What follows belongs to an exercise in optimizing a design on an open flow for small area; a production flow would make more cautious choices.
Function was checked by simulation only, so behaviour that the tests miss may differ from the original.
No activity file was given, so power comes from the tool's default toggle rates.

## run 1
Design projeto_vinho_top, start of the top module:
module projeto_vinho_top (
    input  wire       CLOCK_50,
    input  wire       KEY0,        
    input  wire       KEY1,        
    input  wire [7:0] SW,
    output wire [9:0] LEDR,
    output wire [6:0] HEX0,
    output wire [6:0] HEX1,
    output wire [6:0] HEX2,
    output wire [6:0] HEX3
);
==> flow/config.mk <==
export PLATFORM = sky130hd
export DESIGN_NAME = projeto_vinho_top
export DESIGN_NICKNAME = projeto_vinho_top
export VERILOG_FILES = /design/flow/design.v
export SDC_FILE = /design/flow/constraint.sdc
export NUM_CORES = 4
export LEC_CHECK = 0
export CAP_MARGIN = 0
export CORE_MARGIN = 2
export CORE_UTILIZATION = 85
export CTS_BUF_LIST = sky130_fd_sc_hd__clkbuf_8
export PLACE_DENSITY = 0.95
export SLEW_MARGIN = 0
==> flow/constraint.sdc <==
create_clock -name core_clock -period 10.0 [get_ports {CLOCK_50}]
set_input_delay 2.0000 -clock core_clock [delete_from_list [all_inputs] [get_ports {CLOCK_50}]]
set_output_delay 2.0000 -clock core_clock [all_outputs]
set_load 0.01 [all_outputs]
standard.sh (not shown) runs the stock make flow with config.mk's settings and CLKGATE_MAP_FILE= SYNTH_SCRIPT=/design/flow/synth_recipe.tcl, a recipe that flattens the netlist after the stock synthesis.
==> flow/flow/run.sh <==
#!/bin/bash
# The standard layout (standard.sh: ORFS from synthesis to the routed
# layout), with these changes:
#  - synthesis is synth_recipe.tcl unchanged except that ORFS's synth.tcl maps
#    the logic with flow/abc.script, an area-oriented ABC script, in place of
#    abc_speed.script, and leaves adders to ABC (no extract_fa/ADDER_MAP_FILE
#    step); registers are mapped before ABC runs, so they are the standard
#    synthesis's, with the same names and cells;
#  - the port buffers that global placement inserts are sky130_fd_sc_hd__buf_1;
#  - right after global placement (flow/downsize.tcl) every logic cell starts
#    at the smallest drive strength of its function; the resizer's
#    repair_design and repair_timing later in the flow upsize whatever slew,
#    load or timing then calls for;
#  - clock tree synthesis uses buf_6 buffers and inserts no dummy loads;
#  - the floorplan does not split the tie cells (SKIP_REPAIR_TIE_FANOUT).
# Each tool's full output goes to standard.log here.
set -euo pipefail
W=$PWD

sed 's|^source \$::env(SCRIPTS_DIR)/synth_preamble.tcl$|&\nset abc_args [lreplace $abc_args 1 1 '"$W"'/flow/abc.script]\nunset -nocomplain ::env(ADDER_MAP_FILE)|' \
  "$FLOW_HOME/scripts/synth.tcl" > "$W/synth_abc.tcl"
grep -q "flow/abc.script" "$W/synth_abc.tcl"
grep -q "unset -nocomplain ::env(ADDER_MAP_FILE)" "$W/synth_abc.tcl"
sed 's|\$::env(SCRIPTS_DIR)/synth.tcl|'"$W"'/synth_abc.tcl|' synth_recipe.tcl > "$W/synth_recipe_abc.tcl"
grep -q "synth_abc.tcl" "$W/synth_recipe_abc.tcl"
sed 's|SYNTH_SCRIPT=[^ ]*synth_recipe.tcl|SYNTH_SCRIPT='"$W"'/synth_recipe_abc.tcl|' standard.sh > "$W/standard_abc.sh"
grep -q "synth_recipe_abc.tcl" "$W/standard_abc.sh"

export BUFFER_PORTS_ARGS="-buffer_cell sky130_fd_sc_hd__buf_1"
export POST_GLOBAL_PLACE_TCL="$W/flow/downsize.tcl"
export CTS_ARGS="-sink_clustering_enable -repair_clock_nets -buf_list sky130_fd_sc_hd__buf_4 -dont_use_dummy_load"
export SKIP_REPAIR_TIE_FANOUT=1
bash "$W/standard_abc.sh" > standard.log 2>&1
Other scripts of this flow, unchanged in this note and not shown: flow/flow/abc.script, flow/flow/downsize.tcl
Run 1: all stages complete, timing, DRC and antenna checks passed
Input-level comparison between run 2 and run 1:
- PLACE_DENSITY: 0.95 -> 0.6
- CORE_UTILIZATION: 85 -> 40
--- a/flow/flow/run.sh
+++ b/flow/flow/run.sh
@@ -30,3 +30,3 @@
 export POST_GLOBAL_PLACE_TCL="$W/flow/downsize.tcl"
-export CTS_ARGS="-sink_clustering_enable -repair_clock_nets -buf_list sky130_fd_sc_hd__buf_4 -dont_use_dummy_load"
+export CTS_ARGS="-sink_clustering_enable -repair_clock_nets -buf_list sky130_fd_sc_hd__buf_6 -dont_use_dummy_load"
 export SKIP_REPAIR_TIE_FANOUT=1
In the metrics for run 1 and run 2, the one carrying the higher final worst slack is run 2.
In run 2, the sequential power came out about 1% below the value in run 1.
Taking run 1 as the reference, in run 2 portion of total power attributed to combinational logic fell by 2.1 points, share of power burned in the clock network has increased.
In the metrics for run 1 and run 2, the one carrying the lower sequential share of layout area is run 2.
Comparing run 1 with run 2, the total power came out essentially unchanged.
In run 2, actual slew at the worst max-slew pin is lower than in run 1.
When the final numbers for run 1 and run 2 were put side by side, the count of buffers not belonging to the clock network in the layout turned out to be smaller in run 2.
In the tables for run 1 and run 2, worst relative slew slack reads lower with run 1.
The global-route usage over all layers in run 2 was lower than what run 1 gave.
Run 2 -> run 1: total I/O pin count delta 0, exact match
What run 3 does differently from run 2 at the input level:
- PLACE_DENSITY: 0.6 -> 0.85
- CORE_UTILIZATION: 40 -> 70
## What came out
Of run 3 and run 2, the lower total wire length belongs to run 3.
The run showing the smaller sequential share of layout area is run 2.
On clock-pin slew of the registers on the worst-case setup and hold paths, run 3 and run 2 are neck and neck.
Delta(detailed-routing iteration count for the pre-antenna-repair pass, run 3 - run 2) < 0
Run 3 vs. run 2: fraction of met1 tracks used by global routing saw an increase; number of design-rule violations left by the first detailed-router iteration +135.
Comparing the two runs side by side, run 3 comes out ahead of run 2 on finished layout cell area.
Setup changes, run 3 to run 4
- changing CORE_UTILIZATION from 70 to 78
--- a/flow/flow/run.sh
+++ b/flow/flow/run.sh
@@ -13,3 +13,3 @@
 #    load or timing then calls for;
-#  - clock tree synthesis uses buf_6 buffers and inserts no dummy loads;
+#  - clock tree synthesis uses buf_4 buffers and inserts no dummy loads;
 #  - the floorplan does not split the tie cells (SKIP_REPAIR_TIE_FANOUT).
@@ -30,3 +30,3 @@
 export POST_GLOBAL_PLACE_TCL="$W/flow/downsize.tcl"
-export CTS_ARGS="-sink_clustering_enable -repair_clock_nets -buf_list sky130_fd_sc_hd__buf_6 -dont_use_dummy_load"
+export CTS_ARGS="-sink_clustering_enable -repair_clock_nets -buf_list sky130_fd_sc_hd__buf_4 -dont_use_dummy_load"
 export SKIP_REPAIR_TIE_FANOUT=1
- Run 4 went all the way through the flow, and no timing, DRC or antenna check failed.
- Power of the combinational group (lower): run 3
- Going from run 3 to run 4, number of cells traversed by the worst register-to-register path has increased; maximum resistive drop on vdd has increased.
- Run 4 ended up with a lower row count than run 3 did.
- Clock buffer and inverter area fraction after layout: run 4 < run 3
- Compared with run 3, number of vias in the routed layout in run 4 increased by a few percent.
- Count of flip-flops with a built-in enable after synthesis came out exactly the same in run 4 and run 3.
- Looking at worst-case setup margin in the final layout, run 4 sits 18 ps below run 3.
- Re share of cell area taken by flip-flops and latches: run 3 was lower than run 4.
- Summary: time the worst path needs with I/O delays and setup, run 4 worse than run 3
- Between run 4 and run 3, the buffer count excluding the clock tree in the final layout is lower for run 3.
Input changes introduced in run 5 (baseline for comparison: run 4):
- swapping 78 for 70 in CORE_UTILIZATION
As of run 5, wire length reported by the detailed router had fallen by more than 10% compared to run 4. From run 4 to run 5 the numbers moved as follows: total congestion overflow after global routing essentially unchanged, vertical die dimension went up 3.8 um. Diff run 4 -> run 5: final non-filler cell area saw little to no change; global-route usage saw a decrease; slack of the critical path saw a decrease; I/O pin total saw little to no change. The worst hold margin reported for run 5 is smaller than that of run 4 by 5.4 ps. Taking run 4 as the reference, in run 5 final-layout clock-cell area share held steady; share of the core filled with cells in the final layout shrank by 11 points.

afterwards: timing with drivers on the ports:
No port has a modelled driver above. Below, the same layouts with a new extraction and two added sets of constraints. Step 1 sets driving cells, clkbuf_16 on the clock port and buf_2 on the other inputs (assumed; they add their load-dependent delay and slew). Step 2 also shifts input and output timing later by t, the mid clock arrival at the registers, as if the neighbouring blocks saw the same clock. Three values: no drivers, after step 1, after step 2; two values: the first two.
run	t (ns)	setup slack, ns	worst register clock-pin slew, ns
run 1	0.386	5.815 / 5.787 / 6.173	0.12 / 0.12
run 2	0.336	5.988 / 5.957 / 6.293	0.10 / 0.10
run 3	0.318	5.978 / 5.949 / 6.266	0.08 / 0.08
run 4	0.377	5.960 / 5.932 / 6.309	0.11 / 0.11
run 5	0.364	5.907 / 5.882 / 6.247	0.11 / 0.11
After both steps every run listed still meets setup and hold.
